Context: an optimization exercise on an open-source flow, tuned for small area and a short achievable clock period. The choices shown serve that exercise and are no tape-out recipe. Where RTL was checked, it was by simulation tests only, not by an equivalence proof against the original. Function not checked in run 7: the RTL went through the layout flow alone. No activity file was given, so power comes from the tool's default toggle rates.

[flow/config.mk]
export PLATFORM = sky130hd
export DESIGN_NAME = Processor_with_Power_Gating
export DESIGN_NICKNAME = Processor_with_Power_Gating
export VERILOG_FILES = /design/flow/design.v
export SDC_FILE = /design/flow/constraint.sdc
export NUM_CORES = 4
export LEC_CHECK = 0
export CAP_MARGIN = 20
export CORE_MARGIN = 2
export CORE_UTILIZATION = 40
export SLEW_MARGIN = 20
[flow/constraint.sdc]
create_clock -name core_clock -period 90.0 [get_ports {clk}]
set_input_delay 18.0000 -clock core_clock [delete_from_list [all_inputs] [get_ports {clk}]]
set_output_delay 18.0000 -clock core_clock [all_outputs]
set_load 0.01 [all_outputs]
[flow/design.v]
module pg_ctrl(
    input  wire clk,
    input  wire reset,
    input  wire active,
    output reg  idle_detect,
    output reg  power_gated,
    output reg  clk_en
);
    reg [2:0] idle_counter;
    always @(posedge clk or posedge reset) begin
        if (reset) begin
            idle_counter <= 3'd0;
            idle_detect  <= 1'b0;
            power_gated  <= 1'b0;
            clk_en       <= 1'b1;
        end else if (active) begin
            idle_counter <= 3'd0;
            idle_detect  <= 1'b0;
            power_gated  <= 1'b0;
            clk_en       <= 1'b1;
        end else begin
            if (idle_counter != 3'd7)
                idle_counter <= idle_counter + 3'd1;
            if (idle_counter >= 3'd5)
                idle_detect <= 1'b1;
            if (idle_counter == 3'd7) begin
                power_gated <= 1'b1;
                clk_en      <= 1'b0;
            end
        end
    end
endmodule
module ALU_with_power_gating(
    input  wire clk,
    input  wire reset,
    input  wire [3:0] A,
    input  wire [3:0] B,
    input  wire [2:0] opcode,
    output reg  [3:0] result,
    output wire idle_detect,
    output wire power_gated,
    output wire clk_en
);
    reg [3:0] prev_A, prev_B;
    reg [2:0] prev_opcode;
    reg [3:0] alu_out;
    wire activity_detected = (A != prev_A) || (B != prev_B) || (opcode != prev_opcode);
    wire [3:0] g  = A & B;           
    wire [3:0] t  = A | B;           
    wire [3:0] gb = ~A & B;          
    wire [3:0] tb = ~A | B;          
    wire [3:0] x  = A ^ B;
    wire [3:0] c, bw;
    assign c[0]  = 1'b0;
    assign c[1]  = g[0];
    assign c[2]  = g[1] | (t[1] & g[0]);
    assign c[3]  = g[2] | (t[2] & g[1]) | (t[2] & t[1] & g[0]);
    assign bw[0] = 1'b0;
    assign bw[1] = gb[0];
    assign bw[2] = gb[1] | (tb[1] & gb[0]);
    assign bw[3] = gb[2] | (tb[2] & gb[1]) | (tb[2] & tb[1] & gb[0]);
    always @(*) begin
        case (opcode)
            3'b000: alu_out = x ^ c;               
            3'b001: alu_out = x ^ bw;              
            3'b010: alu_out = g;
            3'b011: alu_out = t;
            3'b100: alu_out = x;
            3'b101: alu_out = ~A;
            3'b110: alu_out = {A[2:0], 1'b0};
            default: alu_out = {1'b0, A[3:1]};
        endcase
    end
    always @(posedge clk or posedge reset) begin
        if (reset) begin
            prev_A      <= 4'b0000;
            prev_B      <= 4'b0000;
            prev_opcode <= 3'b000;
            result      <= 4'b0000;
        end else begin
            prev_A      <= A;
            prev_B      <= B;
            prev_opcode <= opcode;
            result      <= alu_out;
        end
    end
    pg_ctrl ctrl (
        .clk(clk), .reset(reset), .active(activity_detected),
        .idle_detect(idle_detect), .power_gated(power_gated), .clk_en(clk_en)
    );
endmodule
module Memory_with_power_gating(
    input  wire clk,
    input  wire reset,
    input  wire [3:0] addr,
    input  wire [7:0] data_in,
    input  wire write_en,
    input  wire req_valid,
    output reg  [7:0] data_out,
    output wire idle_detect,
    output wire power_gated,
    output wire clk_en
);
    reg [7:0]  mem [0:15];
    reg [15:0] valid;
    reg [3:0] prev_addr;
    reg [7:0] prev_data_in;
    reg       prev_write_en;
    wire activity_detected = req_valid || (addr != prev_addr) ||
                             (data_in != prev_data_in) || (write_en != prev_write_en);
    wire [15:0] sel = 16'd1 << addr;
    wire        wr  = req_valid & write_en;
    wire        rd  = req_valid & ~write_en;
    wire [15:0] rd_sel = valid & sel & {16{rd}};
    reg  [7:0]  data_out_next;
    integer j;
    always @(*) begin
        data_out_next = ({8{wr}} & data_in) | ({8{~req_valid}} & data_out);
        for (j = 0; j < 16; j = j + 1)
            data_out_next = data_out_next | (mem[j] & {8{rd_sel[j]}});
    end
    always @(posedge clk) begin
        if (wr)
            mem[addr] <= data_in;
    end
    always @(posedge clk or posedge reset) begin
        if (reset) begin
            data_out      <= 8'd0;
            valid         <= 16'd0;
            prev_addr     <= 4'd0;
            prev_data_in  <= 8'd0;
            prev_write_en <= 1'b0;
        end else begin
            data_out <= data_out_next;
            if (wr)
                valid <= valid | sel;
            prev_addr     <= addr;
            prev_data_in  <= data_in;
            prev_write_en <= write_en;
        end
    end
    pg_ctrl ctrl (
        .clk(clk), .reset(reset), .active(activity_detected),
        .idle_detect(idle_detect), .power_gated(power_gated), .clk_en(clk_en)
    );
endmodule
module IO_with_power_gating(
    input  wire clk,
    input  wire reset,
    input  wire [7:0] io_in,
    input  wire write_en,
    input  wire read_request,
    output reg  [7:0] io_out,
    output wire idle_detect,
    output wire power_gated,
    output wire clk_en
);
    reg [7:0] prev_io_in;
    wire activity_detected = write_en || read_request || (io_in != prev_io_in);
    always @(posedge clk or posedge reset) begin
        if (reset) begin
            io_out     <= 8'b00000000;
            prev_io_in <= 8'b00000000;
        end else begin
            if (write_en)
                io_out <= io_in;
            prev_io_in <= io_in;
        end
    end
    pg_ctrl ctrl (
        .clk(clk), .reset(reset), .active(activity_detected),
        .idle_detect(idle_detect), .power_gated(power_gated), .clk_en(clk_en)
    );
endmodule
module pmc_rca #(parameter W = 8) (
    input  wire [W-1:0] a,
    input  wire [W-1:0] b,
    input  wire         ci,
    output wire [W-1:0] s,
    output wire         co
);
    wire [W:0] c;
    assign c[0] = ci;
    genvar i;
    generate
        for (i = 0; i < W; i = i + 1) begin : bit_
            assign s[i]   = a[i] ^ b[i] ^ c[i];
            assign c[i+1] = (a[i] & b[i]) | (a[i] & c[i]) | (b[i] & c[i]);
        end
    endgenerate
    assign co = c[W];
endmodule
module pmc_div_step(
    input  wire [8:0] p,
    input  wire [7:0] tneg,
    output wire       q,
    output wire [7:0] r
);
    wire [7:0] s;
    wire       co;
    pmc_rca #(8) sub (.a(p[7:0]), .b(tneg), .ci(1'b0), .s(s), .co(co));
    assign q = p[8] | co;
    assign r = q ? s : p[7:0];
endmodule
module Power_Management_Controller(
    input  wire clk,
    input  wire reset,
    input  wire alu_idle,
    input  wire mem_idle,
    input  wire io_idle,
    input  wire alu_power_gated,
    input  wire mem_power_gated,
    input  wire io_power_gated,
    output reg  system_power_save_mode,
    output reg  [1:0] active_modules_count,
    output wire [7:0] power_efficiency_metric
);
    reg  [7:0]  total_neg;
    reg  [12:0] gated25;
    reg  [6:0]  metric;
    assign power_efficiency_metric = {1'b0, metric};
    wire [7:0]  total_neg_next = (total_neg != 8'd1) ? total_neg - 8'd1 : total_neg;
    wire [12:0] gated25_next   = (system_power_save_mode && gated25 != 13'd6375) ?
                                 gated25 + 13'd25 : gated25;
    reg  [7:0]  div_r;
    reg  [2:0]  div_q;
    wire [14:0] num_next = {gated25_next, 2'b00};
    wire [8:0]  p6 = num_next[14:6];
    wire        q6, q5, q4;
    wire [7:0]  r6, r5, r4;
    pmc_div_step st6 (.p(p6),                 .tneg(total_neg_next), .q(q6), .r(r6));
    pmc_div_step st5 (.p({r6, num_next[5]}),  .tneg(total_neg_next), .q(q5), .r(r5));
    pmc_div_step st4 (.p({r5, num_next[4]}),  .tneg(total_neg_next), .q(q4), .r(r4));
    wire [14:0] num = {gated25, 2'b00};
    wire        q3, q2, q1, q0;
    wire [7:0]  r3, r2, r1, r0;
    pmc_div_step st3 (.p({div_r, num[3]}), .tneg(total_neg), .q(q3), .r(r3));
    pmc_div_step st2 (.p({r3, num[2]}),    .tneg(total_neg), .q(q2), .r(r2));
    pmc_div_step st1 (.p({r2, num[1]}),    .tneg(total_neg), .q(q1), .r(r1));
    pmc_div_step st0 (.p({r1, num[0]}),    .tneg(total_neg), .q(q0), .r(r0));
    always @(posedge clk or posedge reset) begin
        if (reset) begin
            system_power_save_mode <= 1'b0;
            active_modules_count   <= 2'b11;
            metric                 <= 7'd0;
            total_neg              <= 8'h00;
            gated25                <= 13'd0;
            div_r                  <= 8'd0;
            div_q                  <= 3'd0;
        end else begin
            total_neg <= total_neg_next;
            gated25   <= gated25_next;
            active_modules_count <= {1'b0, ~alu_power_gated} + {1'b0, ~mem_power_gated} + {1'b0, ~io_power_gated};
            system_power_save_mode <= alu_power_gated & mem_power_gated & io_power_gated;
            div_r  <= r4;
            div_q  <= {q6, q5, q4};
            metric <= {div_q, q3, q2, q1, q0};
        end
    end
endmodule
module Processor_with_Power_Gating(
    input  wire clk,
    input  wire reset,
    input  wire [3:0] alu_a,
    input  wire [3:0] alu_b,
    input  wire [2:0] alu_opcode,
    output wire [3:0] alu_result,
    input  wire [3:0] mem_addr,
    input  wire [7:0] mem_data_in,
    input  wire mem_write_en,
    input  wire mem_req_valid,
    output wire [7:0] mem_data_out,
    input  wire [7:0] io_in,
    input  wire io_write_en,
    input  wire io_read_request,
    output wire [7:0] io_out,
    output wire alu_idle,
    output wire mem_idle,
    output wire io_idle,
    output wire alu_power_gated,
    output wire mem_power_gated,
    output wire io_power_gated,
    output wire system_power_save_mode,
    output wire [1:0] active_modules_count,
    output wire [7:0] power_efficiency_metric,
    output wire alu_clk_en,
    output wire mem_clk_en,
    output wire io_clk_en
);
    ALU_with_power_gating alu_inst (
        .clk(clk),
        .reset(reset),
        .A(alu_a),
        .B(alu_b),
        .opcode(alu_opcode),
        .result(alu_result),
        .idle_detect(alu_idle),
        .power_gated(alu_power_gated),
        .clk_en(alu_clk_en)
    );
    Memory_with_power_gating mem_inst (
        .clk(clk),
        .reset(reset),
        .addr(mem_addr),
        .data_in(mem_data_in),
        .write_en(mem_write_en),
        .req_valid(mem_req_valid),
        .data_out(mem_data_out),
        .idle_detect(mem_idle),
        .power_gated(mem_power_gated),
        .clk_en(mem_clk_en)
    );
    IO_with_power_gating io_inst (
        .clk(clk),
        .reset(reset),
        .io_in(io_in),
        .write_en(io_write_en),
        .read_request(io_read_request),
        .io_out(io_out),
        .idle_detect(io_idle),
        .power_gated(io_power_gated),
        .clk_en(io_clk_en)
    );
    Power_Management_Controller pmc_inst (
        .clk(clk),
        .reset(reset),
        .alu_idle(alu_idle),
        .mem_idle(mem_idle),
        .io_idle(io_idle),
        .alu_power_gated(alu_power_gated),
        .mem_power_gated(mem_power_gated),
        .io_power_gated(io_power_gated),
        .system_power_save_mode(system_power_save_mode),
        .active_modules_count(active_modules_count),
        .power_efficiency_metric(power_efficiency_metric)
    );
endmodule
[flow/flow/run.sh]
#!/bin/bash
# The standard layout (the standard.sh, unchanged synthesis and steps),
# with two changes:
#  - the port buffers that global placement inserts on every input and output
#    are sky130_fd_sc_hd__buf_2 instead of the default clkdlybuf4s50_1 delay
#    cell;
#  - clock tree synthesis inserts no dummy load cells, and builds the tree
#    from small clock buffers.
set -euo pipefail
export BUFFER_PORTS_ARGS="-buffer_cell sky130_fd_sc_hd__buf_2"
export CTS_ARGS="-sink_clustering_enable -repair_clock_nets -dont_use_dummy_load -buf_list {sky130_fd_sc_hd__clkbuf_8}"
bash standard.sh > standard.log 2>&1
[flow/standard.sh]
#!/bin/bash
# synth_recipe.tcl (not shown) runs the flow's synth.tcl, then flattens the netlist and writes it again
# the make line also repeats each setting of config.mk as NAME=value (left out here)
make -C /OpenROAD-flow-scripts/flow DESIGN_CONFIG=/design/flow/config.mk WORK_HOME=/design/flow/orfs CLKGATE_MAP_FILE= SYNTH_SCRIPT=/design/flow/synth_recipe.tcl "${@:-finish}"
==> run_results.csv, run 1 <==
group,metric,value,unit
outcome,status,"no timing/DRC/antenna violations",
route,wl_per_cell,20.6,um
logic_synthesis,synth_cell_types,67,
clock_tree,cts_tree,"built",
clock_tree,cts_resized,0,
placed_design,dp_hpwl,20300,um
layout,n_fill_cell,2715,
timing,slew_headroom,24.8,%
floorplan,core-area,29600,um^2
timing,worstMarginPinSlew,1.12,ns
setup_path,critPathKind,"in -> reg",
logic_synthesis,ys_seq_elements,256,
power_and_ir_drop,leakagePower,5.49,nW
layout,final_common_cell,"edfxtp_1",
timing,grt_setup_unrepaired,"false",
route,avgViaCountPerCell,5.53,
route,dr.pass1.iters,6,
logic_synthesis,synth_compound_area_share,10.1,%
setup_path,critPathArrivalTime,20.03,ns
logic_synthesis,seq_area_frac_synth,58.7,%
route,drc_errors,0,
setup_path,critPathLaunchType,"input port",
logic_synthesis,synth_flop_cell,"edfxtp_1",
clock_tree,cts_root_buf,"clkbuf_8",
global_routing,antenna_found_initial,0,
setup_path,end_kind,"flip-flop",
clock_tree,path_clk_slew,0.05,ns
clock_tree,clk-insertion-delay-late,0.53,ns
floorplan,io_pins,77,
layout,final_nets,1136,
timing,fmax,0.0509,GHz
power_and_ir_drop,peakVddDrop,0.00000999,V
logic_synthesis,synth_edf_count,128,
layout,layout-drive-gt1-share,17.3,%
clock_tree,hold_buffers,0,
logic_synthesis,syn-instance-count,937,
layout,syn_to_final_growth,11.3,%
floorplan,row_count,63,
route,vias,7823,
clock_tree,cts.sinks,256,
floorplan,initial_utilization,40.5,%
flow_run,drv_cap,0,
power_and_ir_drop,power,226,uW
global_routing,grt.total_usage,19.2,%
timing,finalClockSkew,0.0256,ns
logic_synthesis,ys_warn_count,5,
timing,report.final.slew_viol_count,0,
placed_design,gp_congestion,0.916,
route,postRouteAntennaNets,0,
setup_path,crit_fanout,20,
timing,tns,0,ns
logic_synthesis,synthesis.nets,1047,
global_routing,first_global_vias,7919,
clock_tree,postCtsSetupRepairBufs,0,
timing,final.period_utilization,21.8,%
timing,setup_violations,0,
logic_synthesis,async_flop_share,50.0,%
clock_tree,ctsLongestPathBuffers,3,
logic_synthesis,netlist.area_leader.share,32.0,%
timing,hold_viol,0,
global_routing,gr-total-overflow,0,
logic_synthesis,synth_top_family_by_area,"simple AND/OR/NAND/NOR gates",
logic_synthesis,yosys.area_share.xor_xnor,4.08,%
layout,n_antenna_cell,0,
layout,multi_input_area,4540,um^2
global_routing,grt_max_degree,69,
layout,stdcell_area,13400,um^2
logic_synthesis,netlist.top_cell.by_area,"edfxtp_1",
global_routing,grt_pass1_wl,46000,um
layout,ff_latch_area,7050,um^2
logic_synthesis,synth_mux_area_share,3.21,%
layout,layout_common_cells,"128 x edfxtp_1, 123 x dfrtp_1, 75 x nor2_1, 75 x buf_2, 67 x inv_1",
logic_synthesis,synth_area,12000,um^2
logic_synthesis,synth.top_cells.by_area,"edfxtp_1 32%, dfrtp_1 26%, fa_1 6.8%",
floorplan,die_area,31400,um^2
floorplan,die_w,177,um
placed_design,dpl_cell_area,12800,um^2
logic_synthesis,synth.avg_cell_area,12.8,um^2
route,routed_wl,29100,um
logic_synthesis,yosys.area_share.simple,10.2,%
clock_tree,htree_levels,2,
clock_tree,cts-buffers-inserted,43,
floorplan,die_h,177,um
power_and_ir_drop,power_density,16.9,nW/um^2
timing,period_needed,19.64,ns
placed_design,port_buffers,75,
setup_path,crit_required,90.39,ns
hold_path,hold_class,"reg -> reg",
route,first_iter_violations,761,
logic_synthesis,synthAdderAreaFrac,10.2,%
through the flow:
stage               hold WS [ns]  util, %  instances  setup slack, ns
finish                     0.347     45.1       1414            70.36
global route               0.370     45.1       1414            70.29
CTS                        0.350     45.1       1414            70.47
detailed placement         0.337     43.1       1371            69.92
global placement           0.335     43.1       1371            69.94
floorplan                  0.331        -        937            68.60
Yosys cell counts (4+ instances only):
master and instances:
edfxtp_1 128, or2_2 20, fa_1 41, xnor2_1 22, a211oi_1 5, a21oi_1 34, dfstp_2 5, a21o_1 4
a221oi_1 14, nand3_1 10, ha_1 32, a2111oi_0 7, dfrtp_1 123, a31oi_1 6, nor2_1 75, inv_1 68
and3_1 22, a221o_1 4, nor3_1 11, a22oi_1 33, clkbuf_1 29, nand4_1 15, nor2b_1 8, a22o_1 9
buf_1 4, xor2_1 34, a222oi_1 8, o211ai_1 5, nor4_1 7, o21ai_0 14, mux2_2 19, mux2i_1 16
nand2_1 51
power breakdown:
group	switching [mW]	internal (mW)
clock	0.0402	0.0420
sequential	0.00252	0.127
combinational	0.00841	0.00513
worst max-delay path, stage by stage:
cell	delay (ns)
buf_2	0.22
nor2b_1	0.21
and3_1	0.23
and3_1	0.33
a22o_1	0.28
a221o_1	0.25
a2111oi_0	0.39
nand2_1	0.11
registers in the layout (all words and copies together), names as in the netlist, 7 cells and up:
name,cells
mem_inst.mem,128
pmc_inst.div_r,8
mem_inst.valid,16
mem_inst.prev_data_in,8
io_inst.io_out,8
pmc_inst.total_neg,8
mem_inst.data_out,8
io_inst.prev_io_in,8
pmc_inst.gated25,13
pmc_inst.metric,7
final timing paths:
| path | startpoint | endpoint | slack [ns] | depth (start not counted) |
|---|---|---|---|---|
| min | pmc_inst.div_q[1] | pmc_inst.metric[5] | 0.35 | 0 |
| min reg2reg | pmc_inst.div_q[1] | pmc_inst.metric[5] | 0.35 | 0 |
| max in group asynchronous | reset | pmc_inst.metric[0] | 71.06 | 3 |
| max | mem_req_valid | mem_inst.data_out[3] | 70.36 | 8 |
| max reg2reg | pmc_inst.gated25[8] | pmc_inst.div_r[1] | 76.31 | 42 |
| min in group asynchronous | reset | alu_inst.result[0] | 17.54 | 2 |
cell type report:
class                   instances  share of cell area [%]
flip-flops and latches        256                    52.8
inverters                      70                    2.00
multi-input cells             574                    34.0
well taps                     390                    3.65
repair buffers                 81                    3.15
clock buffers                  43                    4.43
kinds of logic after synthesis:
| group | Yosys count |
|---|---|
| AND/OR/NAND/NOR | 243 |
| other | 1 |
| buffers and inverters | 107 |
| AO/OA/AOI/OAI | 165 |
| flip-flops | 256 |
| multiplexers | 36 |
| XOR/XNOR | 56 |
| adder cells (fa/ha/maj) | 73 |
routing by layer:
metal	share of wire (%)	GRT usage [%]
met5	0	0
met4	3.3	6.52
met3	8.2	3.74
met2	45	29.4
met1	44	27.3
==> inputs of run 2 (changes only) <==
--- a/flow/flow/run.sh
+++ b/flow/flow/run.sh
@@ -11,2 +11,3 @@
 export CTS_ARGS="-sink_clustering_enable -repair_clock_nets -dont_use_dummy_load -buf_list {sky130_fd_sc_hd__clkbuf_8}"
+export SETUP_SLACK_MARGIN=70.8
 bash standard.sh > standard.log 2>&1
==> run 2 against run 1 <==
Effect of this change: critical path depth decreased by 7; sequential power about the same; first-iteration DRC count decreased by 23%; routed wire length decreased by 1.9%; clock skew increased by 0.027 ns; register-to-register slack got worse by 0.07 ns; area after synthesis unchanged; worst hold slack got worse by 0.0069 ns; clock power increased by 0.6%; total power increased by 0.30%; synthesized cell count unchanged.
==> run_results.csv, run 2 <==
group,metric,value,unit
outcome,status,"no timing/DRC/antenna violations",
floorplan,io_pins,77,
hold_path,hold_class,"reg -> reg",
layout,largest_reg_flops,128,
clock_tree,cts_tree,"built",
layout,final_nets,1137,
clock_tree,clk-insertion-delay-late,0.55,ns
timing,grt_setup_unrepaired,"true",
clock_tree,cts.sinks,256,
layout,layout-drive-gt1-share,22.7,%
timing,report.final.slew_viol_count,0,
clock_tree,htree_levels,2,
global_routing,gr-total-overflow,0,
setup_path,crit_required,72.00,ns
setup_path,r2r_start,"pmc_inst.gated25[8]",
floorplan,row_count,63,
timing,final.period_utilization,21.3,%
global_routing,grt_max_degree,51,
setup_path,end_kind,"primary output",
clock_tree,path_clk_slew,0.05,ns
setup_path,cp_num_buf_inv,1,
route,vias,7626,
clock_tree,ctsLongestPathBuffers,3,
setup_path,critPathMaxStageDelay,0.53,ns
layout,top_register,"mem_inst.mem",
setup_path,cpLargestDelayFamily,"flip-flops",
floorplan,die_area,31400,um^2
setup_path,critPathLaunchType,"flip-flop",
global_routing,antenna_found_initial,1,
logic_synthesis,seq_area_frac_synth,58.7,%
power_and_ir_drop,power,226,uW
logic_synthesis,synthAdderAreaFrac,10.2,%
floorplan,die_h,177,um
global_routing,grt.total_usage,18.7,%
route,top_layer,"met5",
logic_synthesis,syn-instance-count,937,
logic_synthesis,synthesis.nets,1047,
clock_tree,postCtsSetupRepairBufs,0,
logic_synthesis,async_flop_share,50.0,%
clock_tree,hold_buffers,0,
logic_synthesis,yosys.area_share.xor_xnor,4.08,%
placed_design,port_buffers,75,
timing,tns,0,ns
power_and_ir_drop,leakagePower,5.50,nW
route,wl_per_cell,20.2,um
logic_synthesis,netlist.top_cell.by_area,"edfxtp_1",
logic_synthesis,yosysMostFrequentCell,"edfxtp_1",
timing,worstMarginPinSlew,0.771,ns
timing,period_needed,19.17,ns
logic_synthesis,synth_flop_cell,"edfxtp_1",
setup_path,crit_fanout,2,
logic_synthesis,yosys.area_share.simple,10.2,%
clock_tree,cts_root_buf,"clkbuf_8",
hold_path,hold_start,"pmc_inst.div_q[1]",
global_routing,grt_pass1_wl,44600,um
route,postRouteAntennaNets,0,
setup_path,startpoint,"io_inst.ctrl.clk_en",
timing,fmax,0.0522,GHz
setup_path,critPathArrivalTime,1.17,ns
logic_synthesis,synth_compound_area_share,10.1,%
logic_synthesis,synth_top_family_by_area,"simple AND/OR/NAND/NOR gates",
route,routed_wl,28500,um
route,drc_errors,0,
timing,setup_violations,0,
route,avgViaCountPerCell,5.39,
power_and_ir_drop,power_density,16.6,nW/um^2
logic_synthesis,synth.avg_cell_area,12.8,um^2
power_and_ir_drop,peakVddDrop,0.0000105,V
logic_synthesis,synth_mux_area_share,3.21,%
logic_synthesis,synth_cell_types,67,
global_routing,first_global_vias,7841,
layout,n_fill_cell,2735,
timing,hold_viol,0,
layout,n_antenna_cell,0,
route,route.met3.wl,2060,um
layout,largestRegisters,"mem_inst.mem x128, mem_inst.valid x16, pmc_inst.gated25 x13",
floorplan,core-area,29600,um^2
route,m1WireLength,13100,um
setup_path,critPathKind,"reg -> out",
layout,layout_common_cells,"128 x edfxtp_1, 122 x dfrtp_1, 70 x buf_2",
placed_design,dp_hpwl,19800,um
timing,slew_headroom,48.5,%
route,wl_met2,12800,um
layout,syn_to_final_growth,13.5,%
logic_synthesis,ys_top_cells_by_count,"128 x edfxtp_1, 123 x dfrtp_1, 75 x nor2_1",
setup_path,timing.critical_path.cells,"buf_6",
logic_synthesis,ys_warn_count,5,
route,dr.pass1.iters,5,
timing,finalClockSkew,0.0527,ns
logic_synthesis,synth_edf_count,128,
logic_synthesis,netlist.area_leader.share,32.0,%
layout,final_common_cell,"edfxtp_1",
clock_tree,cts-buffers-inserted,43,
logic_synthesis,synth.top_cells.by_area,"edfxtp_1 32%, dfrtp_1 26%, fa_1 6.8%",
flow_run,drv_cap,0,
floorplan,initial_utilization,40.5,%
route,first_iter_violations,585,
logic_synthesis,synth_area,12000,um^2
logic_synthesis,ys_seq_elements,256,
placed_design,gp_congestion,0.860,
floorplan,die_w,177,um
setup_path,cp_slowest_cell,"dfstp_2",
==> run 2: cell count changes in the layout (fill, tap and decap cells not counted), sizes merged <==
cell      change
inv           -1
clkinvlp      +2
==> run 2: power breakdown <==
group / switching [mW] / internal (mW)
Combinational: 0.00850 / 0.00554
Clock: 0.0407 / 0.0420
Sequential: 0.00220 / 0.127
==> run 2: cell type report <==
type                    instances  area, um^2  area share [%]
repair buffers                 81         455            3.34
multi-input cells             574        4770            35.0
well taps                     390         488            3.58
repair inverters                1        5.00          0.0367
clock buffers                  43         592            4.34
inverters                      70         267            1.96
flip-flops and latches        256        7050            51.7
==> run 2: what timing repair did <==
action	in CTS	in global routing
resized for setup	16	8
gates cloned	0	1
endpoints found under the setup margin	61	22
endpoints found under the hold margin	0	0
==> run 2: cells by family after synthesis <==
group                      Yosys count
xor gates and xnor gates            56
adders and majority gates           73
buffers and inverters              107
AOI/OAI and AO/OA                  165
muxes                               36
DFF                                256
other                                1
and+or+nand+nor                    243
==> run 2: final timing paths <==
path | to | slack (ns) | cells after the start
max in group asynchronous | mem_inst.ctrl.clk_en | 71.19 | 4
min reg2reg | pmc_inst.metric[5] | 0.34 | 0
max | io_clk_en | 70.83 | 1
min in group asynchronous | pmc_inst.metric[5] | 17.54 | 2
min | pmc_inst.metric[5] | 0.34 | 0
max reg2reg | pmc_inst.div_r[1] | 76.24 | 43
==> run 2: routing by layer <==
layer  track usage [%]  vias up
li1                  -     3526
met1              26.6     3775
met2              29.0      276
met3              4.02       47
met4              4.92        2
met5                 0        -
==> run 2: through the flow <==
| step | instances | hold slack, ns | setup slack (ns) | utilization, % | cell area, um^2 |
|---|---|---|---|---|---|
| after floorplan | 937 | 0.331 | 70.42 | - | 12400 |
| after global placement | 1371 | 0.332 | 70.04 | 43.8 | 13000 |
| after detailed placement | 1371 | 0.340 | 69.99 | 43.8 | 13000 |
| after CTS | 1414 | 0.343 | 70.78 | 45.9 | 13600 |
| after global routing | 1415 | 0.338 | 70.77 | 46.0 | 13600 |
| final | 1415 | 0.340 | 70.83 | 46.0 | 13600 |
==> inputs of run 3 (changes only) <==
--- a/flow/flow/run.sh
+++ b/flow/flow/run.sh
@@ -10,4 +10,3 @@
 export BUFFER_PORTS_ARGS="-buffer_cell sky130_fd_sc_hd__buf_2"
-export CTS_ARGS="-sink_clustering_enable -repair_clock_nets -dont_use_dummy_load -buf_list {sky130_fd_sc_hd__clkbuf_8}"
-export SETUP_SLACK_MARGIN=70.8
+export CTS_ARGS="-sink_clustering_enable -repair_clock_nets -dont_use_dummy_load -buf_list {sky130_fd_sc_hd__clkbuf_4}"
 bash standard.sh > standard.log 2>&1
==> run 3 against run 2 <==
Effect of this change: design area decreased by 2.5%; total power fell by 3.1%; global-route usage up 0.92 points; sequential power is essentially flat; utilization down 1.1 points; area after synthesis unchanged; final cell count increased by 1.9%; register-to-register slack gained 0.06 ns; worst hold slack better by 0.0075 ns; worst setup slack worse by 0.39 ns; synthesized cell count unchanged; largest power group unchanged.
==> run_results.csv, run 3 <==
group,metric,value,unit
outcome,status,"no timing/DRC/antenna violations",
clock_tree,cts_resized,0,
logic_synthesis,ys_seq_elements,256,
clock_tree,hold_buffers,0,
clock_tree,htree_levels,3,
layout,utilization,44.9,%
logic_synthesis,yosysMostFrequentCell,"edfxtp_1",
timing,setup_violations,0,
route,drc_errors,0,
logic_synthesis,synthesis.nets,1047,
power_and_ir_drop,p_sw_share,23.5,%
layout,top_register,"mem_inst.mem",
power_and_ir_drop,peakVddDrop,0.00000821,V
timing,report.final.slew_viol_count,0,
logic_synthesis,synth_flop_cell,"edfxtp_1",
power_and_ir_drop,clkPwrFrac,34.7,%
logic_synthesis,netlist.top_cell.by_area,"edfxtp_1",
timing,finalClockSkew,0.0538,ns
global_routing,gr-total-overflow,0,
layout,final_nets,1163,
layout,stdcell_area,13300,um^2
global_routing,grt_max_degree,69,
timing,worstMarginPinSlew,1.16,ns
power_and_ir_drop,leakagePower,5.50,nW
floorplan,die_h,177,um
setup_path,critPathArrivalTime,20.11,ns
setup_path,critPathLaunchType,"input port",
power_and_ir_drop,power.net_switching,51.6,uW
floorplan,die_w,177,um
logic_synthesis,syn-instance-count,937,
global_routing,first_global_vias,8203,
logic_synthesis,async_flop_share,50.0,%
placed_design,dpl_cell_area,12800,um^2
power_and_ir_drop,combPwrFrac,6.2,%
placed_design,gp_congestion,0.916,
floorplan,core-area,29600,um^2
logic_synthesis,synth_edf_count,128,
floorplan,row_count,63,
setup_path,end_kind,"flip-flop",
hold_path,hold_class,"reg -> reg",
clock_tree,path_clk_slew,0.06,ns
setup_path,crit_fanout,20,
timing,grt_setup_unrepaired,"false",
flow_run,drv_cap,0,
timing,slew_headroom,22.4,%
timing,hold_viol,0,
layout,final_common_cell,"edfxtp_1",
logic_synthesis,synth_area,12000,um^2
layout,syn_to_final_growth,10.7,%
timing,tns,0,ns
timing,fmax,0.0511,GHz
route,vias,8001,
floorplan,io_pins,77,
logic_synthesis,synth.top_cells.by_area,"edfxtp_1 32%, dfrtp_1 26%, fa_1 6.8%",
floorplan,initial_utilization,40.5,%
clock_tree,cts.sinks,256,
power_and_ir_drop,power_density,16.5,nW/um^2
placed_design,port_buffers,75,
logic_synthesis,ys_warn_count,5,
logic_synthesis,netlist.area_leader.share,32.0,%
logic_synthesis,ys_top_cells_by_count,"128 x edfxtp_1, 123 x dfrtp_1, 75 x nor2_1",
clock_tree,postCtsSetupRepairBufs,0,
logic_synthesis,synth.avg_cell_area,12.8,um^2
layout,largest_reg_flops,128,
timing,final.period_utilization,21.7,%
layout,layout_common_cells,"128 x edfxtp_1, 123 x dfrtp_1, 75 x nor2_1, 75 x buf_2, 70 x clkbuf_4",
hold_path,hold_depth,0,
clock_tree,clk-insertion-delay-late,0.63,ns
layout,n_fill_cell,2752,
setup_path,crit_required,90.55,ns
route,dr.pass1.iters,6,
clock_tree,cts_tree,"built",
route,postRouteAntennaNets,0,
power_and_ir_drop,p_int,168,uW
global_routing,grt.total_usage,19.6,%
clock_tree,cts_root_buf,"clkbuf_4",
route,avgViaCountPerCell,5.55,
setup_path,critPathKind,"in -> reg",
layout,layout-drive-gt1-share,19.4,%
route,routed_wl,29300,um
logic_synthesis,seq_area_frac_synth,58.7,%
timing,worst_slack,70.44,ns
timing,period_needed,19.56,ns
setup_path,reg2regPathDepth,42,
route,wl_per_cell,20.3,um
layout,largestRegisters,"mem_inst.mem x128, mem_inst.valid x16, pmc_inst.gated25 x13",
clock_tree,cts-buffers-inserted,70,
placed_design,dp_hpwl,20300,um
power_and_ir_drop,p_seq_share,59.2,%
floorplan,die_area,31400,um^2
clock_tree,ctsLongestPathBuffers,3,
global_routing,antenna_found_initial,2,
route,first_iter_violations,735,
placed_design,place_ws,69.92,ns
global_routing,grt_pass1_wl,46400,um
logic_synthesis,synth_cell_types,67,
-- run 3: cell counts after synthesis --
No cell type changed its count.
-- run 3: worst paths after layout --
| check | start | end | slack (ns) |
|---|---|---|---|
| worst max-delay path | mem_req_valid | mem_inst.data_out[4] | 70.44 |
| worst min-delay path | pmc_inst.div_q[1] | pmc_inst.metric[5] | 0.35 |
| worst max register to register | pmc_inst.gated25[8] | pmc_inst.div_r[1] | 76.30 |
| worst min register to register | pmc_inst.div_q[1] | pmc_inst.metric[5] | 0.35 |
| max in group asynchronous | reset | pmc_inst.metric[0] | 71.14 |
| min in group asynchronous | reset | alu_inst.prev_opcode[1] | 17.41 |
-- run 3: per-layer routing --
metal	global-route usage, %	vias to the layer above	routed length (um)
met3	4.60	73	2540
met5	0	-	13
met2	29.9	380	13200
li1	-	3603	-
met4	8.33	2	942
met1	26.8	3943	12600
-- run 3: layout make-up --
cell class | count | area [um^2] | share of cell area, %
Sequential cell | 256 | 7050 | 53.0
Multi-Input combinational cell | 574 | 4540 | 34.1
Clock buffer | 70 | 526 | 3.95
Tap cell | 390 | 488 | 3.67
Timing Repair Buffer | 81 | 420 | 3.16
Inverter | 70 | 268 | 2.01
Antenna cell | 1 | 2.50 | 0.0188
-- run 3: worst max-delay path, stage by stage --
cell and delay [ns]:
buf_2 0.31, nor2b_1 0.30, nor3b_1 0.36, and3_1 0.54, a221oi_1 0.25, and3_1 0.24, nand4_1 0.10
-- run 3: kinds of logic after synthesis --
| group | count (synthesis) | synth area share (%) |
|---|---|---|
| adders and majority gates | 73 | 10.2 |
| DFF | 256 | 58.7 |
| muxes | 36 | 3.21 |
| buffers and inverters | 107 | 3.45 |
| other | 1 | 0.0312 |
| and+or+nand+nor | 243 | 10.2 |
| xor gates and xnor gates | 56 | 4.08 |
| AOI/OAI and AO/OA | 165 | 10.1 |
-- run 3: power groups by stage --
| stage | Clock (mW) | Combinational, mW | Sequential [mW] |
|---|---|---|---|
| final | 0.0760 | 0.0135 | 0.130 |
| after global routing | 0.0856 | 0.0150 | 0.130 |
| after CTS | 0.0794 | 0.0136 | 0.130 |
| after detailed placement | 0 | 0.0136 | 0.132 |
| after global placement | 0 | 0.0134 | 0.132 |
| after floorplan | 0 | 0.00750 | 0.131 |
-- run 3: through the flow --
stage / cells / hold WS [ns] / power (mW)
after floorplan: 937 / 0.331 / 0.139
after global placement: 1371 / 0.335 / 0.145
after detailed placement: 1371 / 0.337 / 0.145
after CTS: 1441 / 0.350 / 0.223
after global routing: 1442 / 0.369 / 0.231
final: 1442 / 0.348 / 0.219
==> inputs of run 4 (changes only) <==
--- a/flow/flow/run.sh
+++ b/flow/flow/run.sh
@@ -10,3 +10,3 @@
 export BUFFER_PORTS_ARGS="-buffer_cell sky130_fd_sc_hd__buf_2"
-export CTS_ARGS="-sink_clustering_enable -repair_clock_nets -dont_use_dummy_load -buf_list {sky130_fd_sc_hd__clkbuf_4}"
+export CTS_ARGS="-sink_clustering_enable -repair_clock_nets -dont_use_dummy_load -buf_list {sky130_fd_sc_hd__clkbuf_2}"
 bash standard.sh > standard.log 2>&1
==> run 4 against run 3 <==
Effect of this change: worst hold slack improved by 0.0091 ns; combinational power about the same; sequential cell count unchanged; register-to-register slack hardly changed; largest power group unchanged.
==> run_results.csv, run 4 <==
group,metric,value,unit
floorplan,die_w,177,um
timing,worstMarginPinSlew,1.15,ns
clock_tree,postCtsSetupRepairBufs,0,
setup_path,critPathMaxStageDelay,0.54,ns
logic_synthesis,synthAdderAreaFrac,10.2,%
timing,report.final.slew_viol_count,0,
setup_path,critPathArrivalTime,1.46,ns
layout,largest_reg_flops,128,
route,dr.pass1.iters,6,
timing,fmax,0.0514,GHz
setup_path,startpoint,"io_inst.ctrl.clk_en",
global_routing,grt_max_degree,69,
clock_tree,cts-buffers-inserted,69,
logic_synthesis,synth_flop_cell,"edfxtp_1",
floorplan,die_area,31400,um^2
hold_path,hold_class,"reg -> reg",
layout,layout_common_cells,"128 x edfxtp_1, 123 x dfrtp_1, 75 x nor2_1, 75 x buf_2, 69 x clkbuf_2",
power_and_ir_drop,combPwrFrac,6.6,%
clock_tree,cts_root_buf,"clkbuf_2",
setup_path,critical_path_cell_count,1,
timing,period_needed,19.46,ns
power_and_ir_drop,peakVddDrop,0.00000765,V
layout,largestRegisters,"mem_inst.mem x128, mem_inst.valid x16, pmc_inst.gated25 x13",
setup_path,cp_slowest_cell,"dfstp_2",
logic_synthesis,ys_top_cells_by_count,"128 x edfxtp_1, 123 x dfrtp_1, 75 x nor2_1",
route,vias,7955,
logic_synthesis,synth_top_family_by_area,"simple AND/OR/NAND/NOR gates",
hold_path,hold_start,"pmc_inst.div_q[1]",
route,avgViaCountPerCell,5.52,
logic_synthesis,yosys.area_share.simple,10.2,%
route,routed_wl,29200,um
global_routing,grt.total_usage,19.4,%
setup_path,cpLargestDelayFamily,"flip-flops",
power_and_ir_drop,p_sw_share,25.4,%
layout,n_fill_cell,2776,
clock_tree,cts_resized,0,
floorplan,core-area,29600,um^2
layout,final_nets,1162,
clock_tree,clk-insertion-delay-late,0.80,ns
placed_design,port_buffers,75,
timing,finalClockSkew,0.0926,ns
logic_synthesis,netlist.top_cell.by_area,"edfxtp_1",
logic_synthesis,synth_edf_count,128,
logic_synthesis,synth.top_cells.by_area,"edfxtp_1 32%, dfrtp_1 26%, fa_1 6.8%",
logic_synthesis,synth_area,12000,um^2
power_and_ir_drop,leakagePower,5.46,nW
setup_path,rrSetupSlack,76.30,ns
setup_path,crit_fanout,2,
logic_synthesis,synthesis.nets,1047,
setup_path,critPathCapture,"io_clk_en",
setup_path,crit_required,72.00,ns
route,wl_per_cell,20.3,um
global_routing,antenna_found_initial,1,
setup_path,critPathKind,"reg -> out",
power_and_ir_drop,p_int,152,uW
timing,final.period_utilization,21.6,%
setup_path,r2r-end,"pmc_inst.div_r[1]",
logic_synthesis,yosys.area_share.xor_xnor,4.08,%
logic_synthesis,syn-instance-count,937,
route,postRouteAntennaNets,0,
clock_tree,hold_buffers,0,
logic_synthesis,synth.avg_cell_area,12.8,um^2
power_and_ir_drop,power.net_switching,51.9,uW
floorplan,die_h,177,um
setup_path,reg2regPathDepth,42,
logic_synthesis,synth_compound_area_share,10.1,%
logic_synthesis,yosysMostFrequentCell,"edfxtp_1",
setup_path,end_kind,"primary output",
floorplan,row_count,63,
logic_synthesis,async_flop_share,50.0,%
logic_synthesis,seq_area_frac_synth,58.7,%
power_and_ir_drop,clkPwrFrac,29.9,%
setup_path,critPathLaunchType,"flip-flop",
clock_tree,path_clk_slew,0.09,ns
timing,holdWs,0.357,ns
global_routing,first_global_vias,8150,
logic_synthesis,ys_seq_elements,256,
clock_tree,ctsLongestPathBuffers,3,
global_routing,gr-total-overflow,0,
global_routing,grt_pass1_wl,46300,um
layout,final_common_cell,"edfxtp_1",
layout,ff_latch_area,7050,um^2
clock_tree,cts.sinks,256,
placed_design,dp_hpwl,20300,um
route,first_iter_violations,732,
power_and_ir_drop,p_seq_share,63.5,%
timing,tns,0,ns
route,drc_errors,0,
timing,setup_violations,0,
logic_synthesis,synth_mux_area_share,3.21,%
placed_design,gp_congestion,0.916,
timing,hold_viol,0,
timing,slew_headroom,23.3,%
setup_path,timing.critical_path.cells,"buf_2",
layout,top_register,"mem_inst.mem",
clock_tree,cts_tree,"built",
setup_path,r2r_start,"pmc_inst.gated25[8]",
logic_synthesis,synth_cell_types,67,
timing,grt_setup_unrepaired,"false",
floorplan,initial_utilization,40.5,%
outcome,status,"no timing/DRC/antenna violations",
layout,layout-drive-gt1-share,19.3,%
setup_path,cp_num_buf_inv,1,
logic_synthesis,ys_warn_count,5,
layout,multi_input_area,4540,um^2
flow_run,drv_cap,0,
floorplan,io_pins,77,
power_and_ir_drop,power_density,15.6,nW/um^2
clock_tree,htree_levels,3,
layout,syn_to_final_growth,9.24,%
logic_synthesis,netlist.area_leader.share,32.0,%
[run 4: how the worst min path moves through the flow]
stage                          to  depth (start not counted)
6_report       pmc_inst.metric[5]                          0
5_1_grt        pmc_inst.metric[5]                          0
4_1_cts        pmc_inst.metric[5]                          0
3_5_place_dp   pmc_inst.metric[5]                          0
3_3_place_gp   pmc_inst.metric[5]                          0
2_1_floorplan  pmc_inst.metric[4]                          0
[run 4: power groups by stage]
stage	logic, mW	registers, mW	clock network, mW
2_1_floorplan	0.00750	0.131	0
3_3_place_gp	0.0134	0.132	0
3_5_place_dp	0.0136	0.132	0
4_1_cts	0.0136	0.129	0.0634
5_1_grt	0.0150	0.130	0.0695
6_report	0.0135	0.130	0.0610
[run 4: final cells by class]
class | instances | share of cell area, %
well taps | 390 | 3.72
clock buffers | 69 | 2.63
diodes | 1 | 0.0191
multi-input cells | 574 | 34.6
flip-flops and latches | 256 | 53.8
inverters | 70 | 2.04
repair buffers | 81 | 3.20
[run 4: logic make-up (layout without fill, tap and decap cells)]
logic type	count (synthesis)	after routing
muxes	36	36
xor gates and xnor gates	56	56
DFF	256	256
AOI/OAI and AO/OA	165	165
other	1	2
buffers and inverters	107	220
and+or+nand+nor	243	243
adders and majority gates	73	73
[run 4: worst register-to-register path: cells and delay by family (launching register included)]
kind / cells / cell delay, ns
AOI/OAI and AO/OA: 3 / 1.16
muxes: 3 / 0.61
and+or+nand+nor: 7 / 1.76
adders and majority gates: 21 / 8.57
DFF: 1 / 0.46
xor gates and xnor gates: 1 / 0.33
buffers and inverters: 7 / 0.73
[run 4: metrics by stage]
stage	worst slack, ns	util (%)	cell area, um^2	cells	total power [mW]
2_1_floorplan	68.60	-	12000	937	0.139
3_3_place_gp	69.94	43.1	12800	1371	0.145
4_1_cts	70.46	44.3	13100	1440	0.206
3_5_place_dp	69.92	43.1	12800	1371	0.145
5_1_grt	70.43	44.3	13100	1441	0.214
6_report	70.54	44.3	13100	1441	0.204
[run 4: layer usage]
layer | global-route usage (%) | wire, um | vias to the layer above | share of wire (%)
li1 | - | - | 3599 | -
met5 | 0 | 0 | - | 0
met4 | 7.34 | 869 | 0 | 3.0
met3 | 4.64 | 2410 | 60 | 8.2
met2 | 29.7 | 13100 | 346 | 45
met1 | 27.0 | 12900 | 3950 | 44
==> inputs of run 5 (changes only) <==
--- a/flow/flow/run.sh
+++ b/flow/flow/run.sh
@@ -11,2 +11,3 @@
 export CTS_ARGS="-sink_clustering_enable -repair_clock_nets -dont_use_dummy_load -buf_list {sky130_fd_sc_hd__clkbuf_2}"
+export SETUP_SLACK_MARGIN=70.8
 bash standard.sh > standard.log 2>&1
==> run 5 against run 4 <==
Effect of this change: still clean; clock power decreased by 0.8%; total power about the same; die area is the same; sequential power barely moved; worst setup slack better by 0.055 ns; fmax grew 0.29%; utilization up 1.2 points; critical endpoint unchanged; largest power group unchanged.
==> run_results.csv, run 5 <==
group,metric,value,unit
floorplan,row_count,63,
setup_path,critPathMaxStageDelay,0.55,ns
clock_tree,cts.sinks,256,
placed_design,port_buffers,75,
setup_path,cp_num_buf_inv,1,
layout,largestRegisters,"mem_inst.mem x128, mem_inst.valid x16, pmc_inst.gated25 x13",
timing,tns,0,ns
power_and_ir_drop,power_density,15.2,nW/um^2
clock_tree,htree_levels,3,
setup_path,critPathKind,"reg -> out",
global_routing,gr-total-overflow,0,
logic_synthesis,synth_cell_types,67,
setup_path,cpLargestDelayFamily,"flip-flops",
layout,final_nets,1166,
flow_run,drv_cap,0,
timing,period_needed,19.41,ns
setup_path,crit_required,72.00,ns
logic_synthesis,synth_area,12000,um^2
power_and_ir_drop,leakagePower,5.53,nW
timing,grt_setup_unrepaired,"true",
logic_synthesis,synth.avg_cell_area,12.8,um^2
timing,final.period_utilization,21.6,%
global_routing,grt_max_degree,51,
logic_synthesis,netlist.top_cell.by_area,"edfxtp_1",
logic_synthesis,synth_flop_cell,"edfxtp_1",
layout,final_common_cell,"edfxtp_1",
clock_tree,cts_root_buf,"clkbuf_2",
global_routing,antenna_found_initial,2,
power_and_ir_drop,peakVddDrop,0.00000669,V
route,routed_wl,28700,um
clock_tree,cts_tree,"built",
floorplan,die_h,177,um
timing,slew_headroom,48.9,%
timing,worst_slack,70.59,ns
clock_tree,hold_buffers,0,
layout,syn_to_final_growth,12.1,%
setup_path,timing.critical_path.cells,"buf_6",
logic_synthesis,synth.top_cells.by_area,"edfxtp_1 32%, dfrtp_1 26%, fa_1 6.8%",
global_routing,first_global_vias,8012,
route,avgViaCountPerCell,5.39,
layout,n_fill_cell,2774,
timing,report.final.slew_viol_count,0,
setup_path,cp_slowest_cell,"dfstp_2",
floorplan,die_w,177,um
timing,finalClockSkew,0.130,ns
placed_design,dpl_cell_area,13000,um^2
layout,utilization,45.4,%
layout,ff_latch_area,7060,um^2
layout,top_register,"mem_inst.mem",
timing,fmax,0.0515,GHz
logic_synthesis,async_flop_share,50.0,%
setup_path,critPathArrivalTime,1.41,ns
floorplan,io_pins,77,
outcome,status,"no timing/DRC/antenna violations",
layout,stdcell_area,13500,um^2
layout,layout-drive-gt1-share,24.0,%
hold_path,hold_class,"reg -> reg",
timing,worstMarginPinSlew,0.761,ns
clock_tree,cts-buffers-inserted,67,
global_routing,grt.total_usage,18.9,%
route,wl_per_cell,19.8,um
setup_path,crit_fanout,2,
route,first_iter_violations,609,
logic_synthesis,synthesis.nets,1047,
logic_synthesis,seq_area_frac_synth,58.7,%
layout,largest_reg_flops,128,
timing,hold_viol,0,
clock_tree,clk-insertion-delay-late,0.83,ns
floorplan,initial_utilization,40.5,%
logic_synthesis,synth_edf_count,128,
placed_design,dp_hpwl,19800,um
clock_tree,ctsLongestPathBuffers,3,
logic_synthesis,netlist.area_leader.share,32.0,%
logic_synthesis,yosysMostFrequentCell,"edfxtp_1",
route,dr.pass1.iters,5,
logic_synthesis,ys_warn_count,5,
route,drc_errors,0,
logic_synthesis,ys_top_cells_by_count,"128 x edfxtp_1, 123 x dfrtp_1, 75 x nor2_1",
logic_synthesis,syn-instance-count,937,
logic_synthesis,ys_seq_elements,256,
placed_design,gp_congestion,0.860,
route,vias,7786,
setup_path,end_kind,"primary output",
timing,holdWs,0.344,ns
layout,multi_input_area,4740,um^2
setup_path,critPathLaunchType,"flip-flop",
global_routing,grt_pass1_wl,44900,um
placed_design,place_ws,69.99,ns
timing,setup_violations,0,
route,postRouteAntennaNets,0,
clock_tree,path_clk_slew,0.09,ns
layout,layout_common_cells,"128 x edfxtp_1, 121 x dfrtp_1, 67 x inv_1, 67 x clkbuf_2, 59 x nor2_1",
floorplan,core-area,29600,um^2
floorplan,die_area,31400,um^2
## run 5: cell counts after synthesis
Identical to the previous run, type by type.
## run 5: cell families after synthesis
| kind of cell | share of synthesized area (%) |
|---|---|
| flops | 58.7 |
| compound gates | 10.1 |
| fa+ha+maj | 10.2 |
| mux | 3.21 |
| simple gates | 10.2 |
| buf+inv | 3.45 |
| xor+xnor | 4.08 |
| other cells | 0.0312 |
## run 5: power breakdown
group / switching, mW / internal (mW) / total (mW)
clock: 0.0411 / 0.0193 / 0.0605
combinational: 0.00845 / 0.00587 / 0.0143
sequential: 0.00229 / 0.127 / 0.129
## run 5: per-stage QoR
step / power, mW / cells
5_1_grt: 0.215 / 1445
6_report: 0.204 / 1445
2_1_floorplan: 0.140 / 937
4_1_cts: 0.207 / 1442
3_3_place_gp: 0.145 / 1371
3_5_place_dp: 0.146 / 1371
## run 5: layer usage
metal  GRT usage (%)  share of wire [%]  wire length (um)
met1            26.7                 45             13000
met2            29.0                 45             13000
met3            4.66                7.7              2210
met4            5.87                1.5               426
met5               0              0.045                13
## run 5: final cells by class
cell class              instances  share of cell area (%)
clock buffers                  67                    2.49
diodes                          1                  0.0186
well taps                     390                    3.62
flip-flops and latches        256                    52.4
repair buffers                 87                    4.27
multi-input cells             574                    35.2
inverters                      70                    1.98
## run 5: final timing paths
path | slack [ns] | from | endpoint | cells past startpoint
max in group asynchronous | 71.22 | reset | mem_inst.prev_data_in[4] | 4
min in group asynchronous | 17.36 | reset | pmc_inst.total_neg[0] | 2
setup / recovery | 70.59 | io_inst.ctrl.clk_en | io_clk_en | 1
hold / removal | 0.34 | pmc_inst.div_q[1] | pmc_inst.metric[5] | 0
setup reg to reg | 76.21 | pmc_inst.gated25[8] | pmc_inst.div_r[1] | 43
hold reg to reg | 0.34 | pmc_inst.div_q[1] | pmc_inst.metric[5] | 0
## run 5: timing repair
item | CTS | global route
endpoints found under the hold margin | 0 | 0
buffers inserted | 4 | 2
resized for setup | 14 | 11
endpoints found under the setup margin | 42 | 48
pin swaps | 0 | 0
==> inputs of run 6 (changes only) <==
--- a/flow/flow/run.sh
+++ b/flow/flow/run.sh
@@ -10,4 +10,3 @@
 export BUFFER_PORTS_ARGS="-buffer_cell sky130_fd_sc_hd__buf_2"
-export CTS_ARGS="-sink_clustering_enable -repair_clock_nets -dont_use_dummy_load -buf_list {sky130_fd_sc_hd__clkbuf_2}"
-export SETUP_SLACK_MARGIN=70.8
+export CTS_ARGS="-sink_clustering_enable -repair_clock_nets -dont_use_dummy_load -buf_list {sky130_fd_sc_hd__clkbuf_4 sky130_fd_sc_hd__clkbuf_8}"
 bash standard.sh > standard.log 2>&1
==> run 6 against run 5 <==
Effect of this change: via count increased by 0.48%; global-route usage increased by 0.23 points; die area unchanged; total power increased by 11%; routed wire length increased by 1.5%; area after synthesis unchanged; clock-buffer cell count decreased by 24; fmax decreased by 1.2%; critical path type is now in -> reg; clock skew decreased by 0.10 ns; sequential share of layout area increased by 0.39 points; still clean.
==> run_results.csv, run 6 <==
group,metric,value,unit
layout,largest_reg_flops,128,
timing,hold_viol,0,
timing,fmax,0.0509,GHz
layout,syn_to_final_growth,11.3,%
timing,report.final.slew_viol_count,0,
floorplan,die_area,31400,um^2
setup_path,critPathMostFrequentCell,"and3_1",
global_routing,grt_max_degree,69,
clock_tree,path_clk_slew,0.05,ns
floorplan,io_pins,77,
floorplan,row_count,63,
flow_run,drv_cap,0,
logic_synthesis,synth_top_family_by_area,"simple AND/OR/NAND/NOR gates",
layout,n_antenna_cell,0,
logic_synthesis,synth.top_cells.by_area,"edfxtp_1 32%, dfrtp_1 26%, fa_1 6.8%",
setup_path,r2r_start,"pmc_inst.gated25[8]",
logic_synthesis,netlist.area_leader.share,32.0,%
setup_path,reg2regPathDepth,42,
logic_synthesis,synth_area,12000,um^2
timing,grt_setup_unrepaired,"false",
logic_synthesis,yosys.area_share.xor_xnor,4.08,%
outcome,status,"no timing/DRC/antenna violations",
timing,finalClockSkew,0.0256,ns
placed_design,place_ws,69.92,ns
setup_path,startpoint,"mem_req_valid",
route,dr.pass1.iters,6,
floorplan,die_h,177,um
setup_path,end_kind,"flip-flop",
setup_path,r2r-end,"pmc_inst.div_r[1]",
logic_synthesis,syn-instance-count,937,
layout,top_register,"mem_inst.mem",
setup_path,critPathCapture,"mem_inst.data_out[3]",
logic_synthesis,synth_edf_count,128,
logic_synthesis,netlist.top_cell.by_area,"edfxtp_1",
setup_path,critPathLaunchType,"input port",
layout,largestRegisters,"mem_inst.mem x128, mem_inst.valid x16, pmc_inst.gated25 x13",
setup_path,timing.critical_path.cells,"buf_2 > nor2b_1 > and3_1 > and3_1 > a22o_1 > a221o_1 > a2111oi_0 > nand2_1",
route,wl_per_cell,20.6,um
route,vias,7823,
hold_path,hold_class,"reg -> reg",
layout,layout-drive-gt1-share,17.3,%
clock_tree,cts.sinks,256,
floorplan,die_w,177,um
setup_path,cp_num_buf_inv,1,
setup_path,cp_slowest_cell,"a2111oi_0",
placed_design,dp_hpwl,20300,um
global_routing,antenna_found_initial,0,
timing,tns,0,ns
layout,layout_common_cells,"128 x edfxtp_1, 123 x dfrtp_1, 75 x nor2_1, 75 x buf_2, 67 x inv_1",
clock_tree,cts_resized,0,
timing,final.period_utilization,21.8,%
timing,period_needed,19.64,ns
layout,final_nets,1136,
global_routing,grt_pass1_wl,46000,um
route,routed_wl,29100,um
timing,setup_violations,0,
power_and_ir_drop,peakVddDrop,0.00000999,V
layout,stdcell_area,13400,um^2
power_and_ir_drop,power_density,16.9,nW/um^2
clock_tree,cts-buffers-inserted,43,
setup_path,rrSetupSlack,76.31,ns
clock_tree,clk-insertion-delay-late,0.53,ns
logic_synthesis,synth_compound_area_share,10.1,%
floorplan,initial_utilization,40.5,%
logic_synthesis,synth_mux_area_share,3.21,%
logic_synthesis,seq_area_frac_synth,58.7,%
placed_design,gp_congestion,0.916,
clock_tree,cts_root_buf,"clkbuf_8",
setup_path,critPathKind,"in -> reg",
layout,final_common_cell,"edfxtp_1",
clock_tree,hold_buffers,0,
placed_design,port_buffers,75,
clock_tree,postCtsSetupRepairBufs,0,
route,postRouteAntennaNets,0,
logic_synthesis,ys_top_cells_by_count,"128 x edfxtp_1, 123 x dfrtp_1, 75 x nor2_1",
clock_tree,cts_tree,"built",
setup_path,critPathArrivalTime,20.03,ns
logic_synthesis,ys_seq_elements,256,
logic_synthesis,synthAdderAreaFrac,10.2,%
global_routing,gr-total-overflow,0,
logic_synthesis,synth_cell_types,67,
route,drc_errors,0,
global_routing,grt.total_usage,19.2,%
route,avgViaCountPerCell,5.53,
logic_synthesis,synth_flop_cell,"edfxtp_1",
setup_path,critPathMaxStageDelay,0.39,ns
setup_path,critical_path_cell_count,8,
logic_synthesis,yosysMostFrequentCell,"edfxtp_1",
logic_synthesis,synthesis.nets,1047,
setup_path,crit_fanout,20,
route,first_iter_violations,761,
timing,slew_headroom,24.8,%
logic_synthesis,async_flop_share,50.0,%
setup_path,cpLargestDelayFamily,"compound AO/OA/AOI/OAI gates",
placed_design,dpl_cell_area,12800,um^2
timing,worst_slack,70.36,ns
logic_synthesis,synth.avg_cell_area,12.8,um^2
setup_path,crit_required,90.39,ns
timing,worstMarginPinSlew,1.12,ns
power_and_ir_drop,leakagePower,5.49,nW
clock_tree,htree_levels,2,
logic_synthesis,yosys.area_share.simple,10.2,%
clock_tree,ctsLongestPathBuffers,3,
global_routing,first_global_vias,7919,
logic_synthesis,ys_warn_count,5,
floorplan,core-area,29600,um^2
## run 6: cell counts after synthesis
Identical to the previous run, type by type.
## run 6: area by class of cell
type                            count  area (um^2)
Sequential cell                   256         7050
Inverter                           70          268
Timing Repair Buffer               81          420
Tap cell                          390          488
Multi-Input combinational cell    574         4540
Fill cell                        2715        16300
Clock buffer                       43          592
## run 6: kinds of logic (layout without fill, tap and decap cells)
logic type,count (synthesis),count (layout)
AOI/OAI and AO/OA,165,165
other,1,1
muxes,36,36
buffers and inverters,107,194
xor gates and xnor gates,56,56
DFF,256,256
and+or+nand+nor,243,243
adders and majority gates,73,73
## run 6: report_power, final
group	switching (mW)	leakage [nW]	internal [mW]
combinational	0.00841	2.44	0.00513
clock	0.0402	0.309	0.0420
sequential	0.00252	2.74	0.127
total	0.0511	5.49	0.174
## run 6: per-stage QoR
step / power, mW / cells / utilization [%] / hold WS [ns]
3_5_place_dp: 0.145 / 1371 / 43.1 / 0.337
5_1_grt: 0.235 / 1414 / 45.1 / 0.370
3_3_place_gp: 0.145 / 1371 / 43.1 / 0.335
4_1_cts: 0.228 / 1414 / 45.1 / 0.350
2_1_floorplan: 0.139 / 937 / - / 0.331
6_report: 0.226 / 1414 / 45.1 / 0.347
## run 6: routing by layer
metal	part of all wire (%)	GRT usage, %	wire [um]
met5	0	0	0
met2	45	29.4	13000
met4	3.3	6.52	957
met3	8.2	3.74	2380
met1	44	27.3	12800
## run 6: worst min-delay path by stage
stage                     cells past startpoint         startpoint  slack, ns            endpoint
after floorplan                               0  pmc_inst.div_q[0]       0.33  pmc_inst.metric[4]
after global placement                        0  pmc_inst.div_q[1]       0.33  pmc_inst.metric[5]
after detailed placement                      0  pmc_inst.div_q[1]       0.34  pmc_inst.metric[5]
after CTS                                     0  pmc_inst.div_q[1]       0.35  pmc_inst.metric[5]
after global routing                          0  pmc_inst.div_q[1]       0.37  pmc_inst.metric[5]
final                                         0  pmc_inst.div_q[1]       0.35  pmc_inst.metric[5]
==> inputs of run 7 (changes only) <==
--- a/flow/design.v
+++ b/flow/design.v
@@ -6,4 +6,5 @@
     output reg  power_gated,
-    output reg  clk_en
+    output wire clk_en
 );
+    assign clk_en = ~power_gated;
     reg [2:0] idle_counter;
@@ -14,3 +15,2 @@
             power_gated  <= 1'b0;
-            clk_en       <= 1'b1;
         end else if (active) begin
@@ -19,3 +19,2 @@
             power_gated  <= 1'b0;
-            clk_en       <= 1'b1;
         end else begin
@@ -25,6 +24,4 @@
                 idle_detect <= 1'b1;
-            if (idle_counter == 3'd7) begin
+            if (idle_counter == 3'd7)
                 power_gated <= 1'b1;
-                clk_en      <= 1'b0;
-            end
         end
@@ -110,6 +107,16 @@
                              (data_in != prev_data_in) || (write_en != prev_write_en);
-    wire [15:0] sel = 16'd1 << addr;
-    wire        wr  = req_valid & write_en;
-    wire        rd  = req_valid & ~write_en;
-    wire [15:0] rd_sel = valid & sel & {16{rd}};
+    wire [3:0] lo   = 4'd1 << addr[1:0];
+    wire [3:0] hi   = 4'd1 << addr[3:2];
+    wire       wr   = req_valid & write_en;
+    wire       rd   = req_valid & ~write_en;
+    wire [3:0] hi_w = hi & {4{wr}};
+    wire [3:0] hi_r = hi & {4{rd}};
+    wire [15:0] we_w, rd_sel;
+    genvar w;
+    generate
+        for (w = 0; w < 16; w = w + 1) begin : word
+            assign we_w[w]   = lo[w % 4] & hi_w[w / 4];
+            assign rd_sel[w] = lo[w % 4] & hi_r[w / 4] & valid[w];
+        end
+    endgenerate
     reg  [7:0]  data_out_next;
@@ -121,5 +128,7 @@
     end
+    integer m;
     always @(posedge clk) begin
-        if (wr)
-            mem[addr] <= data_in;
+        for (m = 0; m < 16; m = m + 1)
+            if (we_w[m])
+                mem[m] <= data_in;
     end
@@ -134,4 +143,3 @@
             data_out <= data_out_next;
-            if (wr)
-                valid <= valid | sel;
+            valid <= valid | we_w;
             prev_addr     <= addr;
@@ -214,3 +222,3 @@
     output reg  system_power_save_mode,
-    output reg  [1:0] active_modules_count,
+    output wire [1:0] active_modules_count,
     output wire [7:0] power_efficiency_metric
@@ -220,2 +228,4 @@
     reg  [6:0]  metric;
+    reg  [1:0]  gated_units;
+    assign active_modules_count = ~gated_units;
     assign power_efficiency_metric = {1'b0, metric};
@@ -243,3 +253,3 @@
             system_power_save_mode <= 1'b0;
-            active_modules_count   <= 2'b11;
+            gated_units            <= 2'b00;
             metric                 <= 7'd0;
@@ -252,3 +262,3 @@
             gated25   <= gated25_next;
-            active_modules_count <= {1'b0, ~alu_power_gated} + {1'b0, ~mem_power_gated} + {1'b0, ~io_power_gated};
+            gated_units <= {1'b0, alu_power_gated} + {1'b0, mem_power_gated} + {1'b0, io_power_gated};
             system_power_save_mode <= alu_power_gated & mem_power_gated & io_power_gated;
==> run 7 against run 6 <==
Effect of this change: clock skew up 0.079 ns; sequential power about the same; first-iteration DRC count up 11%; non-clock buffer count down 2; clock power up 2%; critical path depth down 4; synthesized cell count down 5.7%; final cell count down 4.0%; clock-buffer cell count up 1; register-to-register slack better by 0.45 ns; sequential share of layout area up 0.27 points; critical path type unchanged.
==> run_results.csv, run 7 <==
group,metric,value,unit
logic_synthesis,async_flop_share,49.4,%
logic_synthesis,synth_area,11800,um^2
floorplan,initial_utilization,40.9,%
outcome,status,"no timing/DRC/antenna violations",
power_and_ir_drop,peakVddDrop,0.00000675,V
logic_synthesis,synth_edf_count,128,
route,routed_wl,28700,um
route,wl_per_cell,21.1,um
route,dr.pass1.iters,8,
setup_path,critPathArrivalTime,19.73,ns
clock_tree,clk-insertion-delay-late,0.59,ns
clock_tree,ctsLongestPathBuffers,3,
layout,final_common_cell,"edfxtp_1",
clock_tree,cts-buffers-inserted,44,
clock_tree,hold_buffers,0,
floorplan,io_pins,77,
setup_path,crit_required,90.11,ns
placed_design,port_buffers,75,
setup_path,timing.critical_path.cells,"buf_2 > and2_1 > nand3b_1 > nor2_1",
layout,largestRegisters,"mem_inst.mem x128, mem_inst.valid x16, pmc_inst.gated25 x13",
timing,report.final.slew_viol_count,0,
clock_tree,path_clk_slew,0.05,ns
route,vias,7498,
clock_tree,htree_levels,2,
logic_synthesis,yosys.area_share.xor_xnor,4.01,%
timing,period_needed,19.62,ns
layout,largest_reg_flops,128,
logic_synthesis,ys_warn_count,6,
layout,n_antenna_cell,0,
placed_design,gp_congestion,0.912,
logic_synthesis,yosysMostFrequentCell,"edfxtp_1",
timing,setup_violations,0,
floorplan,die_w,176,um
layout,final_nets,1085,
clock_tree,postCtsSetupRepairBufs,0,
setup_path,cp_slowest_cell,"nor2_1",
timing,finalClockSkew,0.104,ns
logic_synthesis,netlist.area_leader.share,32.6,%
global_routing,grt_max_degree,71,
global_routing,grt_pass1_wl,45000,um
floorplan,die_area,30900,um^2
logic_synthesis,synth.avg_cell_area,13.3,um^2
floorplan,core-area,28900,um^2
setup_path,crit_fanout,12,
flow_run,drv_cap,0,
hold_path,hold_class,"reg -> reg",
setup_path,cp_num_buf_inv,1,
route,first_iter_violations,841,
clock_tree,cts_root_buf,"clkbuf_8",
placed_design,place_ws,69.84,ns
timing,worstMarginPinSlew,1.08,ns
logic_synthesis,synth_compound_area_share,8.81,%
timing,slew_headroom,27.8,%
logic_synthesis,syn-instance-count,884,
setup_path,end_kind,"flip-flop",
floorplan,die_h,176,um
route,drc_errors,0,
logic_synthesis,seq_area_frac_synth,59.1,%
logic_synthesis,synth_mux_area_share,4.34,%
clock_tree,cts_tree,"built",
global_routing,gr-total-overflow,0,
timing,fmax,0.0510,GHz
layout,n_fill_cell,2635,
layout,final_cells,1357,
logic_synthesis,ys_seq_elements,253,
setup_path,critPathLaunchType,"input port",
route,avgViaCountPerCell,5.53,
floorplan,row_count,62,
logic_synthesis,synthAdderAreaFrac,10.5,%
clock_tree,cts.sinks,253,
logic_synthesis,ys_top_cells_by_count,"128 x edfxtp_1, 125 x dfrtp_1, 74 x inv_1",
==> run 7: changes by cell type in the layout (fill, tap and decap cells not counted), moves of 5 or more <==
cell | previous run | this run
a2111oi_0 | 7 | 1
a21oi_1 | 34 | 21
a222oi_1 | 8 | 16
a22oi_1 | 33 | 25
dfstp_2 | 5 | 0
inv_1 | 67 | 73
nand2_1 | 51 | 24
nor2_1 | 75 | 58
xor2_1 | 34 | 29
==> run 7: per-stage QoR <==
| stage | hold slack [ns] | power [mW] | cell area (um^2) | util, % |
|---|---|---|---|---|
| 3_5_place_dp | 0.336 | 0.144 | 12500 | 43.4 |
| 5_1_grt | 0.350 | 0.235 | 13100 | 45.5 |
| 4_1_cts | 0.345 | 0.229 | 13100 | 45.5 |
| 3_3_place_gp | 0.333 | 0.144 | 12500 | 43.4 |
| 6_report | 0.347 | 0.226 | 13100 | 45.5 |
| 2_1_floorplan | 0.331 | 0.137 | 11800 | - |
==> run 7: metal layers <==
metal	vias to the layer above	track usage (%)	wire length (um)
li1	3353	-	-
met1	3692	27.1	12500
met2	365	28.2	12700
met3	88	4.55	2440
met4	0	7.27	1030
met5	-	0	0
==> run 7: worst paths after layout <==
check                                startpoint              endpoint  slack, ns  cells after the start
max                                mem_write_en    mem_inst.mem[9][1]      70.38                      4
min                           pmc_inst.div_q[0]    pmc_inst.metric[4]       0.35                      0
max reg2reg                pmc_inst.gated25[10]     pmc_inst.div_r[1]      76.76                     42
min reg2reg                   pmc_inst.div_q[0]    pmc_inst.metric[4]       0.35                      0
max in group asynchronous                 reset     io_inst.io_out[4]      71.16                      3
min in group asynchronous                 reset  mem_inst.data_out[2]      17.49                      2
==> run 7: logic make-up after synthesis <==
| logic type | after synthesis |
|---|---|
| simple gates | 210 |
| other cells | 1 |
| flops | 253 |
| compound gates | 137 |
| xor+xnor | 54 |
| mux | 46 |
| buf+inv | 108 |
| fa+ha+maj | 75 |
==> run 7: worst reg2reg max path, delay by kind of cell (launching register included) <==
kind,cells,cell delay [ns]
fa+ha+maj,21,7.43
simple gates,9,2.11
compound gates,4,1.67
xor+xnor,1,0.30
flops,1,0.41
buf+inv,4,0.27
mux,3,0.90
==> run 7: where the power goes <==
| part | switching, mW | internal [mW] | total (mW) | leakage (nW) |
|---|---|---|---|---|
| Clock | 0.0413 | 0.0429 | 0.0841 | 0.316 |
| Combinational | 0.00813 | 0.00528 | 0.0134 | 2.42 |
| Sequential | 0.00253 | 0.126 | 0.129 | 2.72 |
| Total | 0.0519 | 0.174 | 0.226 | 5.45 |
==> run 7: final cells by class <==
| class | instances | area (um^2) | area share, % |
|---|---|---|---|
| Clock buffer | 44 | 606 | 4.61 |
| Timing Repair Buffer | 79 | 409 | 3.11 |
| Inverter | 74 | 283 | 2.15 |
| Tap cell | 384 | 480 | 3.66 |
| Multi-Input combinational cell | 523 | 4390 | 33.4 |
| Sequential cell | 253 | 6970 | 53.1 |

separate check: timing with driven ports:
In the flow no input, the clock included, has a driving cell. The finished layouts below were timed again as built, in two steps.
Step 1 sets driving cells, clkbuf_16 on the clock port and buf_2 on the other inputs (assumed; they add their load-dependent delay and slew).
Step 2 times the ports against the registers' clock, not the clock port: input delays grow and output delays shrink by t, the midpoint of the rising clock arrivals with the driver on.
Three values: no drivers, after step 1, after step 2; two values: the first two.
| run | shift t [ns] | slack for setup (ns) |
|---|---|---|
| run 1 | 0.560 | 70.360 / 70.369 / 69.809 |
| run 2 | 0.566 | 70.826 / 70.781 / 70.276 |
| run 3 | 0.654 | 70.437 / 70.444 / 69.790 |
| run 4 | 0.801 | 70.536 / 70.494 / 69.833 |
| run 5 | 0.801 | 70.591 / 70.546 / 69.979 |
| run 6 | 0.560 | 70.360 / 70.369 / 69.809 |
| run 7 | 0.570 | 70.379 / 70.394 / 69.824 |
After both steps setup and hold are still met in every run listed.
